What follows belongs to an exercise in optimizing a design on an open flow for a short achievable clock period; a production flow would make more cautious choices.
In this exercise RTL edits were held to simulation tests only and were not proved equivalent to the original.
The clock input has no modelled driver; a real chip could not lean on it and would need a root buffer or a full tree.

// Sine_wave
module Sine_wave
    #(
        parameter DATA_WIDTH    = 12,
        parameter ANGLE_WIDTH   = 16
    )(
    input                       clk,
    input                       reset,
    input                       ce,
    input  [DATA_WIDTH:0]       ampl,
    input  [ANGLE_WIDTH-1:0]    step,
    output [DATA_WIDTH:0]       sin_wave,
    output [DATA_WIDTH:0]       cos_wave
);
Settings: LEC_CHECK=0, ABC_CLOCK_PERIOD_IN_PS=1500, CAP_MARGIN=20, CORE_MARGIN=2, CORE_UTILIZATION=40, SETUP_SLACK_MARGIN=2.3, SLEW_MARGIN=20, SYNTH_HIERARCHICAL=1, SYNTH_MINIMUM_KEEP_SIZE=0; clock period 3.8 ns.
standard.sh (not shown) runs the stock make flow with config.mk's settings and CLKGATE_MAP_FILE= SYNTH_SCRIPT=/design/flow/synth_recipe.tcl, a recipe that flattens the netlist after the stock synthesis.
==> flow/flow/run.sh <==
#!/bin/bash
# Layout flow: the standard ORFS flow, except that the clock tree is
# built by flow/cts_custom.tcl (two buffer levels: the clock port drives
# four root buffers, each root drives a column of leaf buffers, each leaf
# drives a balanced cluster of flip-flops).  Each tool's output goes to a
# log file of its own in this folder.
set -euo pipefail
export TREE_COLS=4
export TREE_ROWS=10

# synthesis, floorplan and placement: standard
bash standard.sh place > 1_standard_to_place.log 2>&1

# clock tree: the make command of standard.sh, running our script
MAKECMD=$(grep '^make ' standard.sh | sed 's/"\${@:-finish}"//')
eval "$MAKECMD run RUN_SCRIPT=$PWD/flow/cts_custom.tcl RUN_LOG_NAME_STEM=4_1_cts" > 2_custom_cts.log 2>&1

# routing and finishing: standard (CTS results are up to date)
bash standard.sh finish > 3_standard_finish.log 2>&1
Other scripts of this flow, unchanged in this note and not shown: flow/flow/cts_custom.tcl
Next try:
--- a/flow/design.v
+++ b/flow/design.v
@@ -691,23 +691,23 @@
 wire [W-1:0] x2_11 = am_i,  y2_11 = ap_i;
 wire [W-1:0] x2_10 = ap_i,  y2_10 = am_i;
 wire [W-1:0] x2_01 = x01_i, y2_01 = y01_i;
 wire [16:0] Ae = {1'b0, A};
 wire [15:0] z2_11, z2_10;          
 zadd #(.W(16), .C(-40927)) u_z11 (.a(A), .s(z2_11));
 zadd #(.W(16), .C(-10519)) u_z10 (.a(A), .s(z2_10));
 wire [16:0] z2_0x = 17'd10519;                     
-wire [W-1:0] x2_g1 = d0v[0] ? x2_11 : x2_01;
+wire [W-1:0] x2_g1 = x2_11;
 wire [W-1:0] x2_g0 = d0v[0] ? x2_10 : x2_01;
-wire [W-1:0] y2_g1 = d0v[1] ? y2_11 : y2_01;
+wire [W-1:0] y2_g1 = y2_11;
 wire [W-1:0] y2_g0 = d0v[1] ? y2_10 : y2_01;
-wire [15:0]  z2_g1 = d0v[2] ? z2_11 : z2_0x[15:0];
+wire [15:0]  z2_g1 = z2_11;
 wire [15:0]  z2_g0 = d0v[2] ? z2_10 : z2_0x[15:0];
-wire         d2_g1 = ~d0v[2] | gt_a01;
+wire         d2_g1 = gt_a01;
 wire         d2_g0 = ~d0v[2] | gt_a0m1;
 wire [W-1:0] x2_n, y2_n;
 wire [15:0]  z2_n;
 wire         d2_n;
 generate
     for (j = 0; j < W; j = j + 1) begin : m1
         cell_mux2i u_x (.s(gt_a0[0]), .a1(~x2_g1[j]), .a0(~x2_g0[j]), .y(x2_n[j]));
         cell_mux2i u_y (.s(gt_a0[1]), .a1(~y2_g1[j]), .a0(~y2_g0[j]), .y(y2_n[j]));
@@ -867,17 +867,19 @@
 wire [ANGLE_WIDTH-1:0] a_sum, a_diff;
 ks_add #(.W(ANGLE_WIDTH), .CIN(0)) u_sum  (.a(angle), .b(step_r),  .s(a_sum));
 ks_add #(.W(ANGLE_WIDTH), .CIN(1)) u_diff (.a(angle), .b(nstep_r), .s(a_diff));
 wire [ANGLE_WIDTH-1:0] angle_c;
 wire [3:0] up_n, down;
 genvar h, i;
 generate
     for (h = 0; h < 4; h = h + 1) begin : cp
-        ks_cmp  #(.W(ANGLE_WIDTH+1), .CIN(1)) u_up (.a({1'b0, angle_c}), .b(nlim_r), .co(up_n[h]));
+        wire c16;
+        ks_cmp  #(.W(ANGLE_WIDTH), .CIN(1)) u_up (.a(angle_c), .b(nlim_r[ANGLE_WIDTH-1:0]), .co(c16));
+        assign up_n[h] = nlim_r[ANGLE_WIDTH] & c16;
         ks_cmpv #(.W(ANGLE_WIDTH))            u_dn (.a(angle_c), .b(nstep_r), .cin(fdn_r), .co(down[h]));
     end
 endgenerate
 wire       even = ~state[0];
 wire [3:0] move = even ? ~up_n : down;
 wire [ANGLE_WIDTH-1:0] moved_n;
 wire [ANGLE_WIDTH-1:0] held_n = ~(clr_r ? {ANGLE_WIDTH{1'b0}} : angle);
 wire [ANGLE_WIDTH-1:0] angle_next;
Outcome: The new run produced a clean layout. Worst setup slack improves by 23 ps. Utilization is about the same. First-iteration DRC count climbs by 3.5%.
No run of this note takes its clock network from TritonCTS; it comes from the design's own scripts or RTL.

## afterwards: timing with drivers on the ports
No port has a modelled driver above. Below, the same layouts with a new extraction and two added sets of constraints.
Step 1 assumes that a clkbuf_16 drives the clock port and a buf_2 every other input.
Step 2 also shifts input and output timing later by t, the mid clock arrival at the registers, as if the neighbouring blocks saw the same clock.
Three values: ideal ports, drivers, drivers and shift; two values: the first two.
run	t (ns)	setup slack, ns	hold slack, ns
the first run	0.568	1.825 / 1.825 / 1.511	0.332 / 0.332 / 0.332
the second run	0.568	1.848 / 1.848 / 1.409	0.338 / 0.338 / 0.338
After both steps every run listed still meets setup and hold. The setup slack of the second run, which loses most, moves by 0.000 ns with the drivers and by -0.439 ns with both steps.
